Background: an optimization exercise with open tools, aiming at small area. Do not read the settings as production practice. In this exercise RTL edits were held to simulation tests only and were not proved equivalent to the original. Power and IR drop assume default switching activity.

$ cat constraint.sdc
create_clock -name core_clock -period 7.0 [get_ports {clk}]
set_input_delay 1.4000 -clock core_clock [delete_from_list [all_inputs] [get_ports {clk}]]
set_output_delay 1.4000 -clock core_clock [all_outputs]
set_load 0.01 [all_outputs]
$ cat standard.sh
#!/bin/bash
# synth_recipe.tcl (not shown) runs the flow's synth.tcl, then flattens the netlist and writes it again
# the make line also repeats each setting of config.mk as NAME=value (left out here)
make -C /OpenROAD-flow-scripts/flow DESIGN_CONFIG=/design/flow/config.mk WORK_HOME=/design/flow/orfs CLKGATE_MAP_FILE= SYNTH_SCRIPT=/design/flow/synth_recipe.tcl "${@:-finish}"
$ cat flow/area.abc
strash
dc2
dc2
&get -n
&deepsyn -T 60
&put
&get -n
&dch -f
&nf -R 1000
&put
$ cat design.v
module cpu # (
	parameter	ADDR_WIDTH = 12,
	parameter 	REG_WIDTH = 16
	)(
	input  wire	clk,
	input  wire	rst,
	input  wire	[15:0] data_mem2cpu,
	output wire	[15:0] data_cpu2mem,
	output wire	[ADDR_WIDTH-1:0] addr_cpu2mem,
	output wire	mem_en,
	output wire	mem_rd_en,
	output wire	mem_wr_en
	);
	localparam [3:0] C_NULL  = 4'b0000;
	localparam [3:0] C_MOVS  = 4'b0001;
	localparam [3:0] C_MOV   = 4'b0010;
	localparam [3:0] C_ADDS  = 4'b0100;
	localparam [3:0] C_LDR   = 4'b0101;
	localparam [3:0] C_STR   = 4'b0110;
	localparam [3:0] C_ADDSP = 4'b1000;
	localparam [3:0] C_SUBSP = 4'b1001;
	localparam [3:0] C_LDRPC = 4'b1100;
	localparam [3:0] C_BN    = 4'b1101;
	localparam [3:0] C_BLEN  = 4'b1110;
	localparam [3:0] C_CMP   = 4'b1111;
	localparam [1:0] E_NULL = 2'b00;
	localparam [1:0] E_WR   = 2'b01;
	localparam [1:0] E_LD   = 2'b11;
	localparam [1:0] E_ST   = 2'b10;
	wire [15:0] din = {data_mem2cpu[7:0], data_mem2cpu[15:8]};
	reg  [2:0]  cnt;
	reg  [15:1] pc;
	reg  [15:1] f_pcp;		 
	reg  [15:0] f_alu;
	reg         f_m2r;		 
	reg  [3:0]  f_wa;
	reg         f_we;
	reg  [3:0]  c_op;
	reg  [10:0] wq;
	reg         fv;			 
	reg         dR;			 
	reg         d_we;		 
	reg  [15:0] r_res;
	reg         r_take;
	reg  [3:0]  r_wa;
	reg  [1:0]  r_cls;
	reg  [15:0] rd2;
	reg         tb;			 
	reg  [15:0] e_wd;
	reg  [1:0]  e_cls;
	wire [15:0] sum;		 
	reg  [15:0] rf0, rf1, rf2, rf3, rf4, rf5, rf6, rf7;
	reg  [15:0] rf8, rf9, rf10, rf11, rf12, rf13, rf14;
	wire        cnt4  = (cnt == 3'd4);
	always @(posedge clk) begin
		if (rst || cnt4 || tb) cnt <= 3'd0;
		else                   cnt <= cnt + 3'd1;
		if (rst)       pc <= 15'd0;
		else if (tb)   pc <= r_res[15:1];
		else if (cnt4) pc <= sum[15:1];
		f_pcp <= sum[15:1];
		f_alu <= r_res;
		f_m2r <= (e_cls == E_LD);
		f_wa  <= r_wa;
		f_we  <= e_cls[0];
	end
	assign addr_cpu2mem = e_cls[1] ? {1'b0, r_res[11:1]} : {1'b0, pc[11:1]};
	assign data_cpu2mem = {e_wd[7:0], e_wd[15:8]};
	assign mem_en       = 1'b1;
	assign mem_wr_en    = (e_cls == E_ST);
	assign mem_rd_en    = ~mem_wr_en;
	wire        fetch = (cnt == 3'd1) && !f_m2r;
	reg  [3:0]  cls;
	always @(*) begin
		casez (din[15:10])
			6'b10101?: cls = C_ADDSP;
			6'b101100: cls = C_SUBSP;
			6'b00100?: cls = C_MOVS;
			6'b010001: cls = C_MOV;
			6'b000111: cls = C_ADDS;
			6'b01001?: cls = C_LDRPC;
			6'b01101?: cls = C_LDR;
			6'b01100?: cls = C_STR;
			6'b11100?: cls = C_BN;
			6'b00101?: cls = C_CMP;
			6'b110111: cls = C_BLEN;
			default:   cls = C_NULL;
		endcase
	end
	always @(posedge clk) begin
		c_op <= fetch ? cls : C_NULL;
		wq   <= din[10:0];
		fv   <= fetch;
		dR   <= rst;
		d_we <= rst ? 1'b0 : f_we;
	end
	wire [15:0] wd  = f_m2r ? din : f_alu;
	wire [15:0] wdz = wd & {16{~rst}};		 
	wire [15:0] wd1 = {wdz[15:1], wd[0] | rst};	 
	wire [15:0] wda = {wdz[15:8], wd[7] | rst, wdz[6], wd[5] | rst, wdz[4:0]};	 
	wire [14:0] wsel;
	genvar gi;
	generate for (gi = 0; gi < 15; gi = gi + 1) begin : g_we
		assign wsel[gi] = rst | (f_we & (f_wa == gi));
	end endgenerate
	always @(posedge clk) begin
		if (wsel[0])  rf0  <= wdz;
		if (wsel[1])  rf1  <= wdz;
		if (wsel[2])  rf2  <= wd1;
		if (wsel[3])  rf3  <= wd1;
		if (wsel[4])  rf4  <= wdz;
		if (wsel[5])  rf5  <= wdz;
		if (wsel[6])  rf6  <= wdz;
		if (wsel[7])  rf7  <= wdz;
		if (wsel[8])  rf8  <= wdz;
		if (wsel[9])  rf9  <= wdz;
		if (wsel[10]) rf10 <= wdz;
		if (wsel[11]) rf11 <= wdz;
		if (wsel[12]) rf12 <= wdz;
		if (wsel[13]) rf13 <= wda;
		if (wsel[14]) rf14 <= wdz;
	end
	wire        c_mov = (c_op == C_MOV);
	wire [10:0] d_imm = (dR || !fv) ? 11'd0 : wq;
	wire [15:1] pcp   = dR ? 15'd0 : f_pcp;
	wire        c_sp  = (c_op == C_ADDSP) || (c_op == C_SUBSP);
	wire [2:0]  a1 = (c_op == C_CMP) ? wq[10:8] : d_imm[5:3];
	wire [15:0] lo1 = (rf0 & {16{a1 == 3'd0}}) | (rf1 & {16{a1 == 3'd1}}) | (rf2 & {16{a1 == 3'd2}}) | (rf3 & {16{a1 == 3'd3}})
	                | (rf4 & {16{a1 == 3'd4}}) | (rf5 & {16{a1 == 3'd5}}) | (rf6 & {16{a1 == 3'd6}}) | (rf7 & {16{a1 == 3'd7}});
	wire        ge = (lo1[7:0] >= d_imm[7:0]);	 
	wire [3:0]  a2 = c_mov ? d_imm[6:3] : {1'b0, d_imm[2:0]};
	wire [255:0] rfa = {{pcp,1'b0}, rf14, rf13, rf12, rf11, rf10, rf9, rf8, rf7, rf6, rf5, rf4, rf3, rf2, rf1, rf0};
	reg  [15:0] v2;
	integer k;
	always @(*) begin
		v2 = 16'd0;
		for (k = 0; k < 16; k = k + 1)
			v2 = v2 | (rfa[k*16 +: 16] & {16{a2 == k}});
	end
	wire [10:0] b = d_imm;
	wire ldpc_c = b[1] | (b[3] & ~b[0]);
	reg  [15:0] opb;
	wire [15:0] opa = c_op[3] ? (c_op[2] ? {pcp, 1'b0} : rf13) : (c_op[2] ? lo1 : (c_op[1:0] == 2'b00) ? {pc, 1'b0} : 16'd0);
	reg         cin;
	always @(*) begin
		opb = 16'd0; cin = 1'b0;
		case (c_op)
			C_ADDSP: begin opb = {6'd0, b[7:0], 2'b00}; end
			C_SUBSP: begin opb = ~{9'd0, b[4:0], 2'b00}; cin = 1'b1; end
			C_MOVS:  begin opb = {8'd0, b[7:0]}; end
			C_MOV:   begin opb = v2; end
			C_ADDS:  opb = {13'd0, b[8:6]};
			C_LDRPC: begin opb = {6'd0, b[7:0], ldpc_c, 1'b0}; end
			C_LDR, C_STR: opb = {9'd0, b[10:6], 2'b00};
			C_BN:    begin opb = {4'd0, b[10:0], 1'b1}; cin = 1'b1; end
			C_BLEN:  begin opb = {7'h7f, b[7:0], 1'b1}; cin = 1'b1; end
			C_CMP:   begin opb = 16'd1; cin = 1'b1; end
			C_NULL:  opb = 16'd2;
			default: ;
		endcase
	end
	assign sum = opa + opb + {15'd0, cin};
	wire        take = (c_op == C_BN) || (c_op == C_BLEN) || ((c_op == C_CMP) && ge);
	reg [3:0] wa_n;
	always @(*) begin
		case (c_op)
			C_ADDSP, C_MOVS, C_LDRPC: wa_n = {1'b0, d_imm[10:8]};
			C_SUBSP:                  wa_n = 4'd13;
			C_MOV:                    wa_n = {wq[7], wq[2:0]};
			default:                  wa_n = {1'b0, d_imm[2:0]};
		endcase
	end
	reg [1:0] ecls_n;
	always @(*) begin
		case (c_op)
			C_ADDSP, C_SUBSP, C_MOVS, C_MOV, C_ADDS: ecls_n = E_WR;
			C_LDRPC, C_LDR: ecls_n = E_LD;
			C_STR:          ecls_n = E_ST;
			default:        ecls_n = E_NULL;
		endcase
	end
	always @(posedge clk) begin
		if (rst || !d_we) rd2 <= v2 & {16{~rst}};	 
		if (c_op != C_NULL) begin
			r_res <= sum;
			r_wa  <= wa_n;
		end
		r_take <= rst ? 1'b0 : take;
		r_cls <= rst ? E_NULL : ecls_n;
	end
	always @(posedge clk) begin
		tb    <= rst ? 1'b0 : r_take;
		e_wd  <= rst ? 16'd0 : rd2;
		e_cls <= rst ? E_NULL : r_cls;
	end
endmodule
$ cat config.mk
export PLATFORM = sky130hd
export DESIGN_NAME = cpu
export DESIGN_NICKNAME = cpu
export VERILOG_FILES = /design/flow/design.v
export SDC_FILE = /design/flow/constraint.sdc
export NUM_CORES = 4
export LEC_CHECK = 0
export CAP_MARGIN = 0
export CORE_MARGIN = 2
export CORE_UTILIZATION = 65
export PLACE_DENSITY = 0.8
export SLEW_MARGIN = 0
$ cat flow/run.sh
#!/bin/bash
# Own layout flow: the standard flow (standard.sh) with
#  - port buffers: the smallest buffer cell
#  - clock tree: small sink clusters driven by clkbuf_4, no dummy loads
# Each make run's full output goes to a log file in the work folder.
set -euo pipefail
W=$(pwd)
cat > "$W/area_synth.tcl" <<EOF
proc abc {args} {
  set out {}
  set skip 0
  foreach a \$args {
    if {\$skip} {
      set skip 0
      if {[string match *retime* \$a]} { lappend out -script \$a } else { lappend out -script $W/flow/area.abc }
      continue
    }
    if {\$a eq "-script"} { set skip 1; continue }
    lappend out \$a
  }
  yosys abc {*}\$out
}
source $W/synth_recipe.tcl
EOF
sed "s#SYNTH_SCRIPT=[^ ]*#SYNTH_SCRIPT=$W/area_synth.tcl#" "$W/standard.sh" > "$W/area_standard.sh"
grep -q "SYNTH_SCRIPT=$W/area_synth.tcl" "$W/area_standard.sh"
export BUFFER_PORTS_ARGS="-buffer_cell sky130_fd_sc_hd__buf_1"
export CTS_ARGS="-sink_clustering_enable -repair_clock_nets -dont_use_dummy_load -sink_clustering_size 10 -sink_clustering_max_diameter 40 -buf_list sky130_fd_sc_hd__clkbuf_4"
bash "$W/area_standard.sh" > "$W/flow_make.log" 2>&1
==> flow_metrics.env, run 1 <==
export IMPL_switching_share_pct=25.5
export IMPL_cts_setup_buffers=0
export IMPL_buffer_ports_inserted=46
export IMPL_worstSetupStartpointType="flop"
export IMPL_ys_flop_type="edfxtp_1"
export IMPL_p_seq_share_pct=66.1
export IMPL_yosys_register_bits=371
export IMPL_min_path_cells=0
export IMPL_syn_to_final_growth_pct=9.05
export IMPL_gp_congestion=1.02
export IMPL_fin_crit_sh_pct=90.4
export IMPL_route_vias_total=11200
export IMPL_synth_edf_count=276
export IMPL_place_ws_ps=587
export IMPL_vias_per_cell=7.43
export IMPL_finalCriticalPeriod_ps=6330
export IMPL_first_pass_iters=10
export IMPL_cpMaxStageDelayCell="nor2_1"
export IMPL_hold_class="flop to flop"
export IMPL_critPathMaxFanout=10
export IMPL_root_buffer="clkbuf_4"
export IMPL_crit_top_cell="a21oi_1"
export IMPL_slew_headroom_pct=14.3
export IMPL_drv_cap=0
export IMPL_seq_area_frac_synth_pct=68.6
export IMPL_die_width_um=155
export IMPL_switchingPower_uw=1010
export IMPL_h_tree_depth=2
export IMPL_met3_usage_pct=8.05
export IMPL_layout_nets=1266
export IMPL_critPathMaxStageDelay_ps=550
export IMPL_numCtsBuffers=48
export IMPL_holdCritStartpoint="r_wa[2]"
export IMPL_finalMaxSlewViolations=0
export IMPL_grt_max_degree=46
export IMPL_ant_nets=0
export IMPL_syn_area_mm2=0.0149
export IMPL_rsz0062_at_grt="false"
export IMPL_r2r_start="dR"
export IMPL_syn_nets=1122
export IMPL_min_to="f_wa[2]"
export IMPL_numClockSinks=371
export IMPL_grt_use_total_pct=38.1
export IMPL_ir_drop_v=0.000178
export IMPL_worstSetupPathType="flop to flop"
export IMPL_layout_setup_ws_ps=674
export IMPL_ys_types=47
export IMPL_final_common_cell="edfxtp_1"
export IMPL_drc=0
export IMPL_dp_hpwl_mm=31.3
export IMPL_r2r_end="pc[14]"
export IMPL_clockBufferDepth=3
export IMPL_worstPathRequired_ps=7570
export IMPL_r2r_cells=28
export IMPL_cell_internal_pwr_uw=2950
export IMPL_grt_pass1_wl_mm=66.7
export IMPL_syn_avg_cell_area_um2=13.8
export IMPL_core_mm2=0.0226
export IMPL_fillCellCount=1522
export IMPL_drt_iter0_markers=2108
export IMPL_fmax_ghz=0.158
export IMPL_grtUsageMet1_pct=52.4
export IMPL_async_flop_share_pct=0
export IMPL_die_area_mm2=0.0241
export IMPL_clock_latency_ps=720
export IMPL_grt_pass1_vias=10800
export IMPL_layout_common_cells="edfxtp_1, nand2_1, dfxtp_1"
export IMPL_hold_viol_final=0
export IMPL_wl_per_cell_um=30.4
export IMPL_top_usage_layer="met2"
export IMPL_drive_above_1_share_pct=9.53
export IMPL_initial_core_util_pct=65.8
export IMPL_skew_ps=111
export IMPL_end_kind="flop"
export IMPL_p_leak_uw=0.00589
export IMPL_clkTransAtPathRegs_ps=100
export IMPL_dpl_instance_area_mm2=0.0158
export IMPL_tightest_slew_ps=1290
export IMPL_stdcell_area_mm2=0.0162
export IMPL_clockPowerShare_pct=24.3
export IMPL_fp_dieH_um=155
export IMPL_power_density_mw_per_mm2=245
export IMPL_rows=55
export IMPL_antenna_found_initial=1
export IMPL_timing_hold_ws_ps=337
export IMPL_r2r_slack_ps=670
export IMPL_setup_viol=0
export IMPL_p_comb_share_pct=9.6
export IMPL_finalSetupTns_ps=0
export IMPL_routed_wl_mm=45.7
export IMPL_outcome="finished clean"
export IMPL_pin_count=49
export IMPL_synthCells=1075
export IMPL_synth_yosys_warnings=1
export IMPL_cts_tree="done"
export IMPL_arrival_ps=6900
export IMPL_grt_overflow_total=0
export IMPL_met2_usage_pct=58.5
==> sequential cells by signal, summed over array words and instances (netlist names), 11 cells and up <==
signal  cells
e_wd       16
f_alu      16
r_res      16
rd2        16
rf0        16
rf10       16
rf11       16
rf12       16
rf13       16
rf14       16
rf1        16
rf2        16
rf3        16
rf4        16
rf5        16
rf6        16
rf7        16
rf8        16
rf9        16
f_pcp      15
pc         15
wq         11
==> cells by family after synthesis <==
kind of cell | Yosys count | share of synthesized area (%)
AO/OA/AOI/OAI | 317 | 16.8
XOR/XNOR | 17 | 1.00
adder cells (fa/ha/maj) | 29 | 2.54
buffers and inverters | 38 | 1.01
flip-flops | 371 | 68.6
multiplexers | 11 | 0.833
other | 2 | 0.0505
AND/OR/NAND/NOR | 290 | 9.22
==> metrics by stage <==
step / cells / total power (uW) / util (%)
global route: 1503 / 4080 / 71.8
global placement: 1454 / 3020 / 70.2
CTS: 1502 / 3950 / 71.8
detailed placement: 1454 / 3030 / 70.2
floorplan: 1075 / 2830 / -
finish: 1503 / 3970 / 71.8
==> power groups by stage <==
stage                     registers [uW]  clock network [uW]  logic (uW)
after CTS                           2620                 968         365
after detailed placement            2670                   0         365
after floorplan                     2630                   0         196
final                               2620                 964         381
after global routing                2630                1050         399
after global placement              2660                   0         360
==> timing repair <==
item | 4_1_cts | 5_1_grt
resized for setup | 0 | 3
setup endpoints to repair | 0 | 1
hold endpoints to repair | 0 | 0
hold buffers | 0 | 0
==> critical path: cells and delay by family, from the launching register on <==
kind	cells	cell delay (ps)
and+or+nand+nor	5	1690
xor gates and xnor gates	1	160
DFF	1	330
AOI/OAI and AO/OA	16	2820
adders and majority gates	2	730
buffers and inverters	4	520
==> synthesized netlist by cell type, types with 5 or more instances <==
| cell type | n | share of area, % |
|---|---|---|
| xor2_1 | 7 | 0.41 |
| nand3_1 | 31 | 1.0 |
| nand2b_1 | 9 | 0.38 |
| a221oi_1 | 20 | 1.2 |
| a22oi_1 | 54 | 2.7 |
| mux2_1 | 11 | 0.83 |
| a221o_1 | 5 | 0.34 |
| a222oi_1 | 92 | 6.2 |
| and2_0 | 9 | 0.38 |
| nor2_1 | 58 | 1.5 |
| nor2b_1 | 30 | 1.3 |
| o22ai_1 | 5 | 0.21 |
| clkinv_1 | 36 | 0.91 |
| nand4_1 | 6 | 0.25 |
| and3_1 | 13 | 0.55 |
| ha_1 | 27 | 2.3 |
| o21ai_0 | 37 | 1.2 |
| a22o_1 | 20 | 1.2 |
| o21bai_1 | 11 | 0.56 |
| a21oi_1 | 40 | 1.3 |
| nor3_1 | 16 | 0.54 |
| edfxtp_1 | 276 | 56 |
| xnor2_1 | 10 | 0.59 |
| a21o_1 | 7 | 0.35 |
| dfxtp_1 | 95 | 13 |
| nand2_1 | 104 | 2.6 |
==> layout make-up <==
class	count	area (um2)	share of cell area, %
Sequential cell	371	10200	62.9
Multi-Input combinational cell	666	4610	28.5
Timing Repair Buffer	96	549	3.39
Clock buffer	48	360	2.22
Tap cell	285	357	2.20
Inverter	36	135	0.834
Antenna cell	1	2.50	0.0154
==> how the worst max path moves through the flow <==
stage / from / end / slack (ps) / cells past startpoint
3_3_place_gp: c_op[0] / pc[15] / 740 / 29
5_1_grt: fv / pc[15] / 130 / 27
3_5_place_dp: dR / pc[15] / 590 / 31
2_1_floorplan: fv / pc[15] / 1210 / 28
4_1_cts: c_op[0] / pc[15] / 600 / 29
6_report: dR / pc[14] / 670 / 28
==> per-layer routing <==
metal	part of all wire (%)	up-vias	wire [um]
li1	-	4682	-
met1	35	5240	16000
met2	44	1040	20300
met3	14	202	6620
met4	6.0	0	2740
met5	0	-	0
==> run 2, diff against run 1 <==
--- a/design.v
+++ b/design.v
@@ -190,7 +190,7 @@
 	end
 	always @(posedge clk) begin
 		tb    <= rst ? 1'b0 : r_take;
-		e_wd  <= rst ? 16'd0 : rd2;
+		e_wd  <= rd2;	 
 		e_cls <= rst ? E_NULL : r_cls;
 	end
 endmodule
--- a/config.mk
+++ b/config.mk
@@ -7,6 +7,6 @@
 export LEC_CHECK = 0
 export CAP_MARGIN = 0
 export CORE_MARGIN = 2
-export CORE_UTILIZATION = 65
-export PLACE_DENSITY = 0.8
+export CORE_UTILIZATION = 70
+export PLACE_DENSITY = 0.85
 export SLEW_MARGIN = 0
==> run 2 against run 1 <==
Still clean on timing, DRC and antenna; final cell count down 1.9%; clock power down 1%; first-iteration DRC count down 1.7%; final area down 0.69%; non-clock buffer count down 11; count of clock-buffer cells in the layout down 2; setup slack worse by 100 ps; via count up 1.4%; critical path depth up 2; critical endpoint is now pc[15]; worst hold slack better by 9.7 ps; critical path type unchanged.
==> flow_metrics.env, run 2 <==
export IMPL_grt_overflow_total=0
export IMPL_die_area_mm2=0.0224
export IMPL_finalSetupTns_ps=0
export IMPL_setup_viol=0
export IMPL_synth_area_leaders="edfxtp_1, dfxtp_1, a222oi_1"
export IMPL_cell_internal_pwr_uw=2930
export IMPL_final_common_cell="edfxtp_1"
export IMPL_cts_tree="done"
export IMPL_route_vias_total=11300
export IMPL_numClockSinks=371
export IMPL_synth_yosys_warnings=1
export IMPL_hold_viol_final=0
export IMPL_final_cells=1475
export IMPL_critPathMaxStageDelay_ps=500
export IMPL_fp_dieH_um=150
export IMPL_layout_common_cells="edfxtp_1, nand2_1, dfxtp_1"
export IMPL_finalMaxSlewViolations=0
export IMPL_pin_count=49
export IMPL_critPathMaxFanout=16
export IMPL_outcome="finished clean"
export IMPL_synth_adder_area_share_pct=2.55
export IMPL_drv_cap=0
export IMPL_worstPathRequired_ps=7580
export IMPL_postCtsHoldBufs=0
export IMPL_antenna_found_initial=2
export IMPL_synth_top_family_by_area="compound AO/OA/AOI/OAI gates"
export IMPL_rsz0062_at_grt="false"
export IMPL_clockBufferDepth=3
export IMPL_synth_compound_area_share_pct=17.6
export IMPL_synthXorXnorAreaFrac_pct=1.00
export IMPL_synthTopCellsByCount="edfxtp_1, nand2_1, dfxtp_1"
export IMPL_worstSetupPathType="flop to flop"
export IMPL_grt_pass1_vias=10800
export IMPL_crit_top_cell="a21oi_1"
export IMPL_layout_setup_ws_ps=574
export IMPL_p_seq_share_pct=66.7
export IMPL_synth_edf_count=276
export IMPL_fmax_ghz=0.156
export IMPL_first_pass_iters=11
export IMPL_grt_max_degree=21
export IMPL_ff_latch_area_mm2=0.0102
export IMPL_die_width_um=150
export IMPL_end_kind="flop"
export IMPL_initial_core_util_pct=71.1
export IMPL_finalCriticalPeriod_ps=6430
export IMPL_drive_above_1_share_pct=8.60
export IMPL_ys_types=47
export IMPL_seq_area_frac_synth_pct=68.7
export IMPL_ant_nets=0
export IMPL_synth_top_cell_area_share_pct=55.8
export IMPL_multi_input_area_mm2=0.00461
export IMPL_skew_ps=85.2
export IMPL_slew_headroom_pct=6.02
export IMPL_vias_per_cell=7.68
export IMPL_p_comb_share_pct=9.1
export IMPL_numCtsBuffers=46
export IMPL_rows=53
export IMPL_dp_hpwl_mm=32.2
export IMPL_cpMaxStageDelayCell="a222oi_1"
export IMPL_h_tree_depth=2
export IMPL_dp_cells=1427
export IMPL_syn_avg_cell_area_um2=13.9
export IMPL_switching_share_pct=25.5
export IMPL_ir_drop_v=0.000204
export IMPL_syn_nets=1116
export IMPL_core_mm2=0.0209
export IMPL_clock_latency_ps=730
export IMPL_grt_pass1_wl_mm=67.2
export IMPL_routed_wl_mm=45.8
export IMPL_syn_area_mm2=0.0148
export IMPL_critPathLaunch="c_op[0]"
export IMPL_switchingPower_uw=1000
export IMPL_synthCells=1069
export IMPL_clkTransAtPathRegs_ps=110
export IMPL_yosys_register_bits=371
export IMPL_drt_iter0_markers=2073
export IMPL_hold_class="flop to flop"
export IMPL_layout_nets=1247
export IMPL_fillCellCount=1282
export IMPL_syn_to_final_growth_pct=8.44
export IMPL_drc=0
export IMPL_gp_congestion=0.984
export IMPL_grt_use_total_pct=41.6
export IMPL_tightest_slew_ps=1410
export IMPL_clockPowerShare_pct=24.2
export IMPL_fin_util_pct=77.1
export IMPL_r2r_start="c_op[0]"
export IMPL_yosys_area_top_type="edfxtp_1"
export IMPL_yosysMostFrequentCell="edfxtp_1"
export IMPL_arrival_ps=7010
export IMPL_root_buffer="clkbuf_4"
export IMPL_fin_crit_sh_pct=91.8
export IMPL_worstSetupStartpointType="flop"
export IMPL_holdCritStartpoint="rd2[5]"
export IMPL_ys_flop_type="edfxtp_1"
export IMPL_p_leak_uw=0.00577
export IMPL_buffer_ports_inserted=46
export IMPL_place_ws_ps=702
export IMPL_power_density_mw_per_mm2=245
export IMPL_async_flop_share_pct=0
export IMPL_synthSimpleGateAreaFrac_pct=8.37
export IMPL_wl_per_cell_um=31.0
export IMPL_synth_mux_area_share_pct=0.835
## run 2: cell types whose count changed in the layout (fill, tap and decap cells not counted), sizes merged, moves of 8 or more
cell,before,now
a221oi,20,34
a222oi,92,61
a22o,20,42
a22oi,54,68
buf,95,85
nand4,6,17
nor2b,30,14
o21ai,37,29
## run 2: routing by layer
layer | track usage (%) | vias up | share of wire, %
met5 | 0 | - | 0
met4 | 22.8 | 0 | 6.7
met3 | 6.83 | 227 | 14
met2 | 66.8 | 1160 | 47
met1 | 54.8 | 5308 | 33
li1 | - | 4630 | -
## run 2: final timing paths
| path | cells past startpoint | to | slack, ps |
|---|---|---|---|
| setup / recovery | 30 | pc[15] | 570 |
| hold reg to reg | 0 | e_wd[5] | 350 |
| setup reg to reg | 30 | pc[15] | 570 |
| hold / removal | 0 | e_wd[5] | 350 |
## run 2: layout make-up
class / count / area share [%]
sequential: 371 / 63.3
antenna: 2 / 0.0311
timing repair buffer: 85 / 2.89
clock buffer: 46 / 2.15
inverter: 35 / 0.816
multi-input combinational: 661 / 28.7
tap: 275 / 2.14
## run 2: power by group through the flow
stage          clock, uW  combinational, uW  sequential, uW
3_3_place_gp           0                335            2660
6_report             953                357            2630
2_1_floorplan          0                188            2640
3_5_place_dp           0                341            2670
5_1_grt             1030                374            2640
4_1_cts              953                342            2620
## run 2: through the flow
stage | hold WS, ps | power [uW] | area [um2]
after CTS | 342 | 3920 | 16100
after floorplan | 323 | 2820 | 14800
after detailed placement | 327 | 3010 | 15700
after global placement | 324 | 3000 | 15700
after global routing | 349 | 4040 | 16100
final | 347 | 3940 | 16100
## run 2: logic make-up (layout without fill, tap and decap cells)
family / after synthesis / in the layout
flip-flops: 371 / 371
other: 2 / 4
buffers and inverters: 37 / 166
AND/OR/NAND/NOR: 267 / 267
multiplexers: 11 / 11
XOR/XNOR: 17 / 17
AO/OA/AOI/OAI: 335 / 335
adder cells (fa/ha/maj): 29 / 29
## run 2: critical path: cells and delay by family (launching register included)
kind	cells	cell delay, ps
adders and majority gates	2	700
DFF	1	380
xor gates and xnor gates	1	140
and+or+nand+nor	6	1060
AOI/OAI and AO/OA	17	3440
buffers and inverters	4	580
## run 2: what timing repair did
item | in CTS | in global routing
hold endpoints to repair | 0 | 0
endpoints found under the setup margin | 0 | 1
resized for setup | 0 | 3
setup buffers | 0 | 0

[re-timing with driven ports]
In the flow no input, the clock included, has a driving cell. The finished layouts below were timed again as built, in two steps. Step 1 (the two cells are an assumption about what drives the block):
set clk [get_ports {clk}]
set_driving_cell -lib_cell sky130_fd_sc_hd__clkbuf_16 $clk
set_driving_cell -lib_cell sky130_fd_sc_hd__buf_2 [delete_from_list [all_inputs] $clk]
Step 2 times the ports against the registers' clock, not the clock port: input delays grow and output delays shrink by t, the midpoint of the rising clock arrivals with the driver on. Slacks: ideal ports / drivers / drivers and shift; pairs: ideal ports / drivers.
run	t, ns	setup WS [ns]	slew at the worst register clock pin (ns)	pins driven straight from the clock port
run 1	0.711	0.674 / 0.674 / 0.674	0.11 / 0.11	1
run 2	0.725	0.574 / 0.574 / 0.574	0.11 / 0.11	1
After both steps every run listed still meets setup and hold.
